This is an optimization exercise on Yosys and OpenROAD, whose aim is small area, a short achievable clock period and few clock cycles, not a production implementation.
Function was checked by simulation only, so behaviour that the tests miss may differ from the original.
No activity file was given, so power comes from the tool's default toggle rates.

==> flow/design.v <==
module alu32(enable_pc_set, alu_result, scr1, scr2, opcode, sub_opcode_5bit, sub_opcode_8bit, sv);
  parameter TYPE_BASIC=6'b100000;
  parameter ADD=5'b00000, SUB=5'b00001, AND=5'b00010,
            OR=5'b00100, XOR=5'b00011, SRLI=5'b01001, SLLI=5'b01000,
            ROTRI=5'b01011;
  parameter ADDI=6'b101000, ORI=6'b101100, XORI=6'b101011, LWI=6'b000010, SWI=6'b001010;
  parameter MOVI=6'b100010;
  parameter BEQ=6'b100110;
  parameter J=6'b100100;
  parameter TYPE_LS=6'b011100;
  parameter LW=8'b00000010, SW=8'b00001010;
  output reg [31:0] alu_result;
  output reg enable_pc_set;
  input [31:0] scr1, scr2;
  input [5:0] opcode;
  input [4:0] sub_opcode_5bit;
  input [7:0] sub_opcode_8bit;
  input [1:0] sv;
  reg [63:0] rotate;
  always @(*) begin
    alu_result = 32'b0;
    enable_pc_set = 1'b0;
    rotate = {scr1, scr1} >> scr2[4:0];
    case (opcode)
      TYPE_BASIC : case (sub_opcode_5bit)
                     ADD   : alu_result = scr1 + scr2;
                     SUB   : alu_result = scr1 - scr2;
                     AND   : alu_result = scr1 & scr2;
                     OR    : alu_result = scr1 | scr2;
                     XOR   : alu_result = scr1 ^ scr2;
                     SRLI  : alu_result = scr1 >> scr2[4:0];
                     SLLI  : alu_result = scr1 << scr2[4:0];
                     ROTRI : alu_result = rotate[31:0];
                     default : alu_result = 32'b0;
                   endcase
      ADDI : alu_result = scr1 + scr2;
      ORI  : alu_result = scr1 | scr2;
      XORI : alu_result = scr1 ^ scr2;
      MOVI : alu_result = scr2;
      BEQ  : enable_pc_set = (scr1 == scr2);
      J    : enable_pc_set = 1'b1;
      LWI  : alu_result = scr1 + (scr2 << 2);
      SWI  : alu_result = scr1 + (scr2 << 2);
      TYPE_LS : case (sub_opcode_8bit)
                  LW : alu_result = scr1 + (scr2 << sv);
                  SW : alu_result = scr1 + (scr2 << sv);
                  default : alu_result = 32'b0;
                endcase
      default : alu_result = 32'b0;
    endcase
  end
endmodule
module regfile(read_data1, read_data2, read_dataT, read_address1, read_address2,
        addressT, write_data, clk, reset, write);
  parameter DataSize = 32;
  parameter AddrSize = 5;
  output [DataSize-1:0] read_data1;
  output [DataSize-1:0] read_data2;
  output [DataSize-1:0] read_dataT;
  input [AddrSize-1:0] read_address1;
  input [AddrSize-1:0] read_address2;
  input [AddrSize-1:0] addressT;
  input [DataSize-1:0] write_data;
  input clk, reset, write;
  reg [DataSize-1:0] rw_reg [31:0];
  integer i;
  assign read_data1 = rw_reg[read_address1];
  assign read_data2 = rw_reg[read_address2];
  assign read_dataT = rw_reg[addressT];
  always @(posedge clk) begin
    if (reset) begin
      for (i = 0; i < 32; i = i + 1)
        rw_reg[i] <= 32'b0;
    end else if (write) begin
      rw_reg[addressT] <= write_data;
    end
  end
endmodule
module imm_select_mux(imm_out, imm_5bit, imm_15bit, imm_20bit, imm_14bit, imm_24bit, imm_select);
  parameter DataSize = 32;
  parameter imm5bitZE = 3'b000, imm15bitSE = 3'b001, imm15bitZE = 3'b010, imm20bitSE = 3'b011, imm14bitSE = 3'b100, imm24bitSE = 3'b101;
  input [4:0] imm_5bit;
  input [14:0] imm_15bit;
  input [19:0] imm_20bit;
  input [13:0] imm_14bit;
  input [23:0] imm_24bit;
  input [2:0] imm_select;
  output reg [DataSize-1:0] imm_out;
  always @(*) begin
    case (imm_select)
      imm5bitZE:  imm_out = {27'b0, imm_5bit};
      imm14bitSE: imm_out = {{18{imm_14bit[13]}}, imm_14bit};
      imm15bitSE: imm_out = {{17{imm_15bit[14]}}, imm_15bit};
      imm15bitZE: imm_out = {17'b0, imm_15bit};
      imm20bitSE: imm_out = {{12{imm_20bit[19]}}, imm_20bit};
      imm24bitSE: imm_out = {{8{imm_24bit[23]}}, imm_24bit};
      default:    imm_out = 32'b0;
    endcase
  end
endmodule
module alu_scr_mux(scr_out, imm, data, dataT, alu_scr_select);
    parameter sel_reg = 2'b00, sel_imm = 2'b01, sel_regT = 2'b10;
    parameter DataSize = 32;
    input [DataSize-1:0] imm;
    input [DataSize-1:0] data;
    input [DataSize-1:0] dataT;
    input [1:0] alu_scr_select;
    output reg [DataSize-1:0] scr_out;
    always @(*) begin
      case (alu_scr_select)
        sel_reg  : scr_out = data;
        sel_imm  : scr_out = imm;
        sel_regT : scr_out = dataT;
        default  : scr_out = 32'b0;
      endcase
    end
endmodule
module writeback_select_mux(write_data, DMout, alu_result, writeback_select);
  parameter DataSize = 32;
  parameter sel_aluResult = 2'b00, sel_DMout = 2'b01;
  input [DataSize-1:0] DMout;
  input [DataSize-1:0] alu_result;
  input [1:0] writeback_select;
  output reg [DataSize-1:0] write_data;
  always @(*) begin
    case (writeback_select)
      sel_DMout: write_data = DMout;
      default:   write_data = alu_result;
    endcase
  end
endmodule
module pc_tick(pc, cycle_cnt, halted, enable_pc_update, enable_pc_set, pc_set, reset, clock);
  parameter im_start = 10'h80;
  input clock;
  input reset;
  input halted;
  input enable_pc_update;
  input enable_pc_set;
  input [31:0] pc_set;
  output reg [9:0] pc;
  output reg [127:0] cycle_cnt;
  always @(posedge clock) begin
    if (reset)
      cycle_cnt <= 128'b0;
    else if (!halted)
      cycle_cnt <= cycle_cnt + 128'b1;
  end
  always @(posedge clock) begin
    if (reset)
      pc <= im_start;
    else if (enable_pc_update) begin
      if (enable_pc_set)
        pc <= pc + pc_set[9:0];
      else
        pc <= pc + 10'd1;
    end
  end
endmodule
module ir_controller(done, Ins_cnt, enable_pc_update, enable_im_fetch, enable_im,
    enable_dm_fetch, enable_dm_write, enable_dm, enable_reg_write, enable_alu_latch,
    opcode, sub_opcode_5bit, sub_opcode_8bit, sv, imm5, imm15, imm20, imm14, imm24,
    read_address1, read_address2, addressT, imm_select, writeback_select,
    alu_scr_select1, alu_scr_select2, clock, reset, ir);
  parameter DataSize = 32;
  parameter AddrSize = 5;
  parameter InsSize = 64;
  input clock;
  input reset;
  input [DataSize-1:0] ir;
  output done;
  output reg [InsSize-1:0] Ins_cnt;
  output enable_pc_update;
  output enable_im_fetch;
  output enable_im;
  output enable_dm_fetch;
  output enable_dm_write;
  output enable_dm;
  output enable_reg_write;
  output enable_alu_latch;
  output reg [2:0] imm_select;
  output reg [1:0] writeback_select;
  output reg [1:0] alu_scr_select1;
  output reg [1:0] alu_scr_select2;
  output [5:0] opcode;
  output [4:0] sub_opcode_5bit;
  output [7:0] sub_opcode_8bit;
  output [1:0] sv;
  output [4:0] imm5;
  output [14:0] imm15;
  output [19:0] imm20;
  output [13:0] imm14;
  output [23:0] imm24;
  output [AddrSize-1:0] read_address1;
  output [AddrSize-1:0] read_address2;
  output [AddrSize-1:0] addressT;
  reg [DataSize-1:0] present_instruction;
  assign opcode          = present_instruction[30:25];
  assign sub_opcode_5bit = present_instruction[4:0];
  assign sub_opcode_8bit = present_instruction[7:0];
  assign sv              = present_instruction[9:8];
  assign imm5            = present_instruction[14:10];
  assign imm15           = present_instruction[14:0];
  assign imm20           = present_instruction[19:0];
  assign imm14           = present_instruction[13:0];
  assign imm24           = present_instruction[23:0];
  assign read_address1   = present_instruction[19:15];
  assign read_address2   = present_instruction[14:10];
  assign addressT        = present_instruction[24:20];
  parameter TYPE_BASIC=6'b100000;
  parameter ADD=5'b00000, SUB=5'b00001, AND=5'b00010,
            OR=5'b00100, XOR=5'b00011, SRLI=5'b01001, SLLI=5'b01000,
            ROTRI=5'b01011;
  parameter ADDI=6'b101000, ORI=6'b101100, XORI=6'b101011, LWI=6'b000010, SWI=6'b001010;
  parameter MOVI=6'b100010;
  parameter BEQ=6'b100110, J=6'b100100;
  parameter TYPE_LS=6'b011100;
  parameter LW=8'b00000010, SW=8'b00001010;
  parameter stopState = 4'd0, fetchState = 4'd1, exeState = 4'd2, lwFetchState = 4'd3,
            lwWriteState = 4'd4, writeState = 4'd5, swFetchState = 4'd6,
            swWriteState = 4'd7, updatePCState = 4'd8, haltState = 4'd9;
  parameter sel_imm5ZE = 3'b000, sel_imm15SE = 3'b001, sel_imm15ZE = 3'b010, sel_imm20SE = 3'b011, sel_imm14SE = 3'b100, sel_imm24SE = 3'b101;
  parameter sel_aluResult = 2'b00, sel_DMout = 2'b01;
  parameter sel_reg = 2'b00, sel_imm = 2'b01, sel_regT = 2'b10;
  reg [3:0] current_state;
  reg [3:0] next_state;
  reg is_load, is_store, is_write;
  always @(posedge clock) begin
    if (reset)
      current_state <= stopState;
    else
      current_state <= next_state;
  end
  always @(*) begin
    case (current_state)
      stopState     : next_state = fetchState;
      fetchState    : next_state = (ir == 32'b0) ? haltState : exeState;
      exeState      : next_state = lwFetchState;
      lwFetchState  : next_state = lwWriteState;
      lwWriteState  : next_state = writeState;
      writeState    : next_state = swFetchState;
      swFetchState  : next_state = swWriteState;
      swWriteState  : next_state = updatePCState;
      updatePCState : next_state = stopState;
      haltState     : next_state = haltState;
      default       : next_state = stopState;
    endcase
  end
  always @(posedge clock) begin
    if (reset)
      present_instruction <= 32'b0;
    else if (current_state == fetchState)
      present_instruction <= ir;
  end
  always @(posedge clock) begin
    if (reset)
      Ins_cnt <= 0;
    else if (current_state == updatePCState)
      Ins_cnt <= Ins_cnt + 1;
  end
  assign done             = (current_state == haltState);
  assign enable_im        = (current_state == stopState);
  assign enable_im_fetch  = (current_state == stopState);
  assign enable_alu_latch = (current_state == exeState);
  assign enable_dm_fetch  = (current_state == lwFetchState) && is_load;
  assign enable_dm_write  = (current_state == swWriteState) && is_store;
  assign enable_dm        = enable_dm_fetch || enable_dm_write;
  assign enable_reg_write = (current_state == writeState) && is_write;
  assign enable_pc_update = (current_state == updatePCState);
  always @(*) begin
    imm_select = sel_imm5ZE;
    alu_scr_select1 = sel_reg;
    alu_scr_select2 = sel_reg;
    writeback_select = sel_aluResult;
    is_load = 1'b0;
    is_store = 1'b0;
    is_write = 1'b0;
    case (opcode)
      TYPE_BASIC : begin
               if (sub_opcode_5bit == SRLI || sub_opcode_5bit == SLLI || sub_opcode_5bit == ROTRI) begin
                 alu_scr_select2 = sel_imm;
                 is_write = !(sub_opcode_5bit == SRLI && imm5 == 5'b0);
               end else begin
                 is_write = (sub_opcode_5bit == ADD) || (sub_opcode_5bit == SUB) ||
                            (sub_opcode_5bit == AND) || (sub_opcode_5bit == OR) ||
                            (sub_opcode_5bit == XOR);
               end
             end
      ADDI : begin
               imm_select = sel_imm15SE;
               alu_scr_select2 = sel_imm;
               is_write = 1'b1;
             end
      ORI  : begin
               imm_select = sel_imm15ZE;
               alu_scr_select2 = sel_imm;
               is_write = 1'b1;
             end
      XORI : begin
               imm_select = sel_imm15ZE;
               alu_scr_select2 = sel_imm;
               is_write = 1'b1;
             end
      LWI  : begin
               imm_select = sel_imm15ZE;
               alu_scr_select2 = sel_imm;
               writeback_select = sel_DMout;
               is_load = 1'b1;
               is_write = 1'b1;
             end
      SWI  : begin
               imm_select = sel_imm15ZE;
               alu_scr_select2 = sel_imm;
               is_store = 1'b1;
             end
      MOVI : begin
               imm_select = sel_imm20SE;
               alu_scr_select1 = sel_imm;
               alu_scr_select2 = sel_imm;
               is_write = 1'b1;
             end
      BEQ  : begin
               imm_select = sel_imm14SE;
               alu_scr_select1 = sel_reg;
               alu_scr_select2 = sel_regT;
             end
      J    : begin
               imm_select = sel_imm24SE;
             end
      TYPE_LS : case (sub_opcode_8bit)
                  LW : begin
                         writeback_select = sel_DMout;
                         is_load = 1'b1;
                         is_write = 1'b1;
                       end
                  SW : begin
                         is_store = 1'b1;
                       end
                  default : ;
                endcase
      default : ;
    endcase
  end
endmodule
module top (
  clk, rst,
  instruction, IM_read, IM_enable, IM_address,
  DM_out, DM_read, DM_write, DM_enable, DM_in, DM_address,
  Cycle_cnt, Ins_cnt, done
);
  parameter DataSize = 32;
  parameter DMAddrSize = 15;
  parameter IMAddrSize = 10;
  parameter RegAddrSize = 5;
  parameter CycleSize = 128;
  parameter InsSize = 64;
  input clk;
  input rst;
  input  [DataSize-1:0] instruction;
  output IM_read;
  output IM_enable;
  output [IMAddrSize-1:0] IM_address;
  input  [DataSize-1:0] DM_out;
  output DM_read;
  output DM_write;
  output DM_enable;
  output [DataSize-1:0] DM_in;
  output [DMAddrSize-1:0] DM_address;
  output [CycleSize-1:0] Cycle_cnt;
  output [InsSize-1:0] Ins_cnt;
  output done;
  wire [IMAddrSize-1:0] PC;
  wire enable_pc_update;
  wire enable_reg_write;
  wire enable_alu_latch;
  wire [5:0] opcode;
  wire [4:0] sub_opcode_5bit;
  wire [7:0] sub_opcode_8bit;
  wire [1:0] sv;
  wire [4:0] imm5;
  wire [14:0] imm15;
  wire [19:0] imm20;
  wire [13:0] imm14;
  wire [23:0] imm24;
  wire [RegAddrSize-1:0] read_address1;
  wire [RegAddrSize-1:0] read_address2;
  wire [RegAddrSize-1:0] addressT;
  wire [2:0] imm_select;
  wire [1:0] writeback_select;
  wire [1:0] alu_scr_select1;
  wire [1:0] alu_scr_select2;
  wire [DataSize-1:0] read_data1;
  wire [DataSize-1:0] read_data2;
  wire [DataSize-1:0] read_dataT;
  wire [DataSize-1:0] alu32_result;
  wire [DataSize-1:0] write_data;
  wire [DataSize-1:0] imm_out;
  wire [DataSize-1:0] scr_out1;
  wire [DataSize-1:0] scr_out2;
  wire alu_pc_set;
  reg [DataSize-1:0] alu_out;
  reg branch_taken;
  always @(posedge clk) begin
    if (rst) begin
      alu_out <= 32'b0;
      branch_taken <= 1'b0;
    end else if (enable_alu_latch) begin
      alu_out <= alu32_result;
      branch_taken <= alu_pc_set;
    end
  end
  assign IM_address = PC;
  assign DM_in = read_dataT;
  assign DM_address = alu_out[DMAddrSize-1:0];
  pc_tick pc_tick1 (
    .pc(PC),
    .cycle_cnt(Cycle_cnt),
    .halted(done),
    .enable_pc_update(enable_pc_update),
    .enable_pc_set(branch_taken),
    .pc_set(imm_out),
    .reset(rst),
    .clock(clk));
  ir_controller ir_controller1 (
    .done(done),
    .Ins_cnt(Ins_cnt),
    .enable_pc_update(enable_pc_update),
    .enable_im_fetch(IM_read),
    .enable_im(IM_enable),
    .enable_dm_fetch(DM_read),
    .enable_dm_write(DM_write),
    .enable_dm(DM_enable),
    .enable_reg_write(enable_reg_write),
    .enable_alu_latch(enable_alu_latch),
    .opcode(opcode),
    .sub_opcode_5bit(sub_opcode_5bit),
    .sub_opcode_8bit(sub_opcode_8bit),
    .sv(sv),
    .imm5(imm5),
    .imm15(imm15),
    .imm20(imm20),
    .imm14(imm14),
    .imm24(imm24),
    .read_address1(read_address1),
    .read_address2(read_address2),
    .addressT(addressT),
    .imm_select(imm_select),
    .writeback_select(writeback_select),
    .alu_scr_select1(alu_scr_select1),
    .alu_scr_select2(alu_scr_select2),
    .clock(clk),
    .reset(rst),
    .ir(instruction));
  regfile regfile1 (
    .read_data1(read_data1),
    .read_data2(read_data2),
    .read_dataT(read_dataT),
    .read_address1(read_address1),
    .read_address2(read_address2),
    .addressT(addressT),
    .write_data(write_data),
    .clk(clk),
    .reset(rst),
    .write(enable_reg_write));
  alu32 alu1 (
    .enable_pc_set(alu_pc_set),
    .alu_result(alu32_result),
    .scr1(scr_out1),
    .scr2(scr_out2),
    .opcode(opcode),
    .sub_opcode_5bit(sub_opcode_5bit),
    .sub_opcode_8bit(sub_opcode_8bit),
    .sv(sv));
  imm_select_mux imm_select_mux1 (
    .imm_out(imm_out),
    .imm_5bit(imm5),
    .imm_15bit(imm15),
    .imm_20bit(imm20),
    .imm_14bit(imm14),
    .imm_24bit(imm24),
    .imm_select(imm_select));
  alu_scr_mux alu_scr_mux1 (
    .scr_out(scr_out1),
    .imm(imm_out),
    .data(read_data1),
    .dataT(read_dataT),
    .alu_scr_select(alu_scr_select1));
  alu_scr_mux alu_scr_mux2 (
    .scr_out(scr_out2),
    .imm(imm_out),
    .data(read_data2),
    .dataT(read_dataT),
    .alu_scr_select(alu_scr_select2));
  writeback_select_mux writeback_select_mux1 (
    .write_data(write_data),
    .DMout(DM_out),
    .alu_result(alu_out),
    .writeback_select(writeback_select));
endmodule
==> flow/run.sh <==
#!/bin/bash
# synth_recipe.tcl (not shown) runs the flow's synth.tcl, then flattens the netlist and writes it again
# the make line also repeats each setting of config.mk as NAME=value (left out here)
make -C /OpenROAD-flow-scripts/flow DESIGN_CONFIG=/design/flow/config.mk WORK_HOME=/design/flow/orfs CLKGATE_MAP_FILE= SYNTH_SCRIPT=/design/flow/synth_recipe.tcl finish
==> flow/config.mk <==
export PLATFORM = sky130hd
export DESIGN_NAME = top
export DESIGN_NICKNAME = top
export VERILOG_FILES = /design/flow/design.v
export SDC_FILE = /design/flow/constraint.sdc
export NUM_CORES = 4
export LEC_CHECK = 0
export CAP_MARGIN = 20
export CORE_MARGIN = 2
export CORE_UTILIZATION = 40
export PLACE_DENSITY = 0.6
export SLEW_MARGIN = 20
==> flow/constraint.sdc <==
create_clock -name core_clock -period 10.0 [get_ports {clk}]
set_input_delay 2.0000 -clock core_clock [delete_from_list [all_inputs] [get_ports {clk}]]
set_output_delay 2.0000 -clock core_clock [all_outputs]
set_load 0.01 [all_outputs]
==> results by group <==
Status
  • Status: no timing/DRC/antenna violations

Global routing
  • First-pass GRT wire length: 569,000 um
  • Largest net degree at the start of global routing: 120
  • Initial antenna violation count: 28
  • Total track usage: 36.2%
  • Vias in the first global route: 72,200
  • Global route total overflow: 0

Clock tree
  • Total CTS buffers: 154
  • Clock Sinks: 1,309
  • Clk latency of the worst-skew pair: 0.87 ns
  • H-tree depth: 4
  • Post CTS Setup Buffer Count: 0
  • Hold_buf cts: 0
  • Cts repair resizes: 0
  • Clk slew on worst S/H paths: 0.06 ns
  • Root Buffer: clkbuf_16
  • Clk buf depth: 3
  • TritonCTS clock tree: done

STA
  • Count of final setup violators: 0
  • Worst Max-Slew Pin Slew: 1.32 ns
  • Final Slew Violations: 0
  • Post-Route Skew: 0.0486 ns
  • Final hold viol count: 0
  • Rel. slew slack: 11.5%
  • TNS Setup: 0 ns
  • RSZ-0062 raised after global routing: no
  • Peak Freq: 116 MHz
  • Final Cycle Share: 86.0%
  • Tmin final: 8.60 ns
  • Worst Slack Setup Final: 1.40 ns

Floorplanning
  • Die Span Y: 471 um
  • Core Area: 217,000 um^2
  • Die width: 471 um
  • Ports: 321
  • Initial Utilization: 40.2%
  • DIE AREA: 222,000 um^2
  • FP Rows: 171

Synth
  • Cell Area, Synth: 87,200 um^2
  • Cells after Synth: 7,727
  • Avg Cell Area, Syn: 11.3 um^2
  • EDFF count, synth: 1,024
  • Count leader, synth: nor2_1
  • Synth warn: 8
  • Sequential area share after synthesis: 41.8%
  • Synth area leader: edfxtp_1
  • Synth Flop Type: edfxtp_1
  • Top cells by count, synth: nor2_1 (1,449), edfxtp_1 (1,024), mux4_2 (832)
  • FFs w/ async S/R, synth: 0%
  • #FFs+latches synth: 1,309
  • Synth top area cells: edfxtp_1 (35%), mux4_2 (21%), dfxtp_1 (6.5%)
  • Yosys top cell area share: 35.3%
  • Distinct cell type count after synthesis: 109
  • Synthesized net count: 7,965

Critical path
  • Setup CP Type: register to register
  • Worst Setup EP: alu_out[29]$_SDFFE_PP0P_
  • Critical Path RT: 10.73 ns
  • Worst setup path start: ir_controller1.present_instruction[26]$_SDFFE_PP0P_
  • R2r worst-path depth: 19
  • Setup crit end kind: register
  • CP Launch Type: register
  • Worst R2R Setup Slack: 1.40 ns
  • Crit Reg-Reg Endpoint: alu_out[29]$_SDFFE_PP0P_
  • Arrival time worst endpoint: 9.32 ns
  • Worst R2R Start: ir_controller1.present_instruction[26]$_SDFFE_PP0P_
  • Critical Path Fanout Max: 20

Min path
  • Hold Crit Class: register to register

Finish
  • Synth-to-Final Area Change: 13.9%
  • Max reg flops: 1,024
  • Final net count: 8,036
  • Register area: 36,500 um^2
  • Core Util, Final: 45.8%
  • FILL cells: 19,900
  • Multi-input gate area: 47,700 um^2
  • Share of cells above drive strength 1: 19.7%

Place
  • GP Congestion: 1.08
  • Final HPWL DP: 274,000 um
  • Port Buffer Count: 320
  • Pre-CTS setup slack: 1.78 ns

Detailed routing
  • Antenna Nets Post-Route: 0
  • Final WL: 411,000 um
  • Drt pass-1 iters: 7
  • Drt wl/cell: 38.1 um
  • DRT iter0 DRCs: 12,100
  • DR vias/cell: 7.02
  • # DRC: 0
  • Via Count: 75,800

Pwr
  • VDD IR-drop max: 130 uV
  • Pwr Density: 174 nW/um^2
  • Leak pwr: 32.5 nW

Job
  • Max Cap Viol: 0
cell type report:
cell class / instances / share of cell area, %
Tap cell: 2854 / 3.60
Clock buffer: 192 / 4.17
Antenna cell: 17 / 0.0428
Clock inverter: 90 / 0.980
Sequential cell: 1309 / 36.8
Multi-Input combinational cell: 5571 / 48.0
Timing Repair Buffer: 604 / 5.86
Inverter: 158 / 0.598
cells by family after synthesis:
| kind of cell | after synthesis | synth area share (%) |
|---|---|---|
| muxes | 1167 | 25.3 |
| xor gates and xnor gates | 257 | 2.58 |
| and+or+nand+nor | 2646 | 13.2 |
| buffers and inverters | 847 | 4.34 |
| adders and majority gates | 172 | 2.51 |
| DFF | 1309 | 41.8 |
| AOI/OAI and AO/OA | 1329 | 10.2 |
where the power goes:
group | switching, mW | leakage [nW] | internal, mW | total [mW]
clock | 2.54 | 2.49 | 3.29 | 5.83
combinational | 3.45 | 17.1 | 1.82 | 5.27
sequential | 0.217 | 12.9 | 6.01 | 6.23
per-stage QoR:
| stage | cell area (um^2) | hold WS (ns) | total power [mW] | cells |
|---|---|---|---|---|
| 6_report | 99300 | 0.477 | 17.3 | 10800 |
| 4_1_cts | 99100 | 0.479 | 17.1 | 10800 |
| 2_1_floorplan | 87200 | 0.429 | 9.40 | 7727 |
| 3_5_place_dp | 94000 | 0.469 | 11.3 | 10500 |
| 3_3_place_gp | 93700 | 0.464 | 11.3 | 10500 |
| 5_1_grt | 99300 | 0.503 | 17.7 | 10800 |
per-layer routing:
| metal | share of wire [%] | track usage (%) |
|---|---|---|
| met1 | 34 | 44.3 |
| met4 | 9.1 | 26.3 |
| met3 | 14 | 11.2 |
| met2 | 43 | 53.9 |
| met5 | 0.051 | 0 |
worst max-delay path: stages, from the launching register on:
cell and delay, ns:
dfxtp_1 0.82, nor3b_1 0.49, o21ai_1 0.24, o21a_1 0.48, a211oi_1 0.75, o211ai_1 0.57
buf_4 0.42, ha_1 0.56, o21ai_0 0.22, o21ai_1 0.34, o31ai_1 0.59, a21oi_1 0.27
o2111ai_1 0.25, nand3_1 0.25, o311ai_0 0.55, mux2_2 0.40, a2111oi_0 0.49, o2111ai_1 0.18
o31ai_1 0.39, a32oi_1 0.16
layout by cell type (no fill, tap or decap), types with 31 or more instances in the layout:
| cell | netlist | layout |
|---|---|---|
| a211oi_1 | 44 | 44 |
| a21o_1 | 63 | 63 |
| a21oi_1 | 322 | 321 |
| a221oi_1 | 57 | 57 |
| a22oi_1 | 95 | 95 |
| a31oi_1 | 37 | 36 |
| and2_1 | 36 | 34 |
| and3_1 | 60 | 60 |
| buf_4 | 54 | 247 |
| clkbuf_16 | 0 | 158 |
| clkdlybuf4s50_1 | 0 | 319 |
| clkinv_2 | 0 | 31 |
| dfxtp_1 | 285 | 269 |
| edfxtp_1 | 1024 | 1024 |
| ha_1 | 167 | 167 |
| inv_1 | 154 | 152 |
| mux2i_1 | 326 | 294 |
| mux2i_4 | 0 | 32 |
| mux4_2 | 832 | 832 |
| nand2_1 | 488 | 455 |
| nand2_2 | 1 | 34 |
| nand2b_1 | 69 | 37 |
| nand2b_2 | 1 | 32 |
| nand3_1 | 172 | 172 |
| nand4_1 | 63 | 63 |
| nor2_1 | 1449 | 1447 |
| nor2b_1 | 36 | 32 |
| nor3_1 | 107 | 99 |
| nor4_1 | 33 | 31 |
| o211ai_1 | 55 | 55 |
| o21ai_0 | 257 | 254 |
| o221ai_1 | 54 | 54 |
| o22ai_1 | 47 | 46 |
| or3_1 | 57 | 57 |
| xnor2_1 | 118 | 118 |
| xor2_1 | 139 | 139 |
worst min path at each step:
stage,to,cells past startpoint,startpoint
after floorplan,alu_out[15]$_SDFFE_PP0P_,2,alu_out[15]$_SDFFE_PP0P_
after global placement,pc_tick1.pc[6]$_SDFFE_PP0N_,2,pc_tick1.pc[6]$_SDFFE_PP0N_
after detailed placement,pc_tick1.pc[3]$_SDFFE_PP0N_,2,pc_tick1.pc[3]$_SDFFE_PP0N_
after CTS,pc_tick1.pc[3]$_SDFFE_PP0N_,2,pc_tick1.pc[3]$_SDFFE_PP0N_
after global routing,pc_tick1.pc[3]$_SDFFE_PP0N_,2,pc_tick1.pc[3]$_SDFFE_PP0N_
final,pc_tick1.pc[3]$_SDFFE_PP0N_,2,pc_tick1.pc[3]$_SDFFE_PP0N_
Testbench counts, summed over its fixed seeds: cycles 46,585.

## what the ideal ports hide
Ports are ideal in the flow. The routed layout listed here was re-timed in OpenROAD.
Step 1, drivers: a clkbuf_16 drives clk and a buf_2 each remaining input, both assumed.
Step 2, shift: input delay + t, output delay - t, t = (earliest + latest rising clock arrival at the registers) / 2. This alone moves slack from input paths to output paths.
Slacks: ideal / step 1 / step 2; pairs: ideal / step 1.
shift t [ns]: 0.944
setup WS [ns]: 1.402 / 1.402 / 1.402
clock arrival spread, ns: 0.053 / 0.053
After both steps setup and hold are still met in this run. The setup slack of this run moves by 0.000 ns with the drivers and by 0.000 ns with both steps.
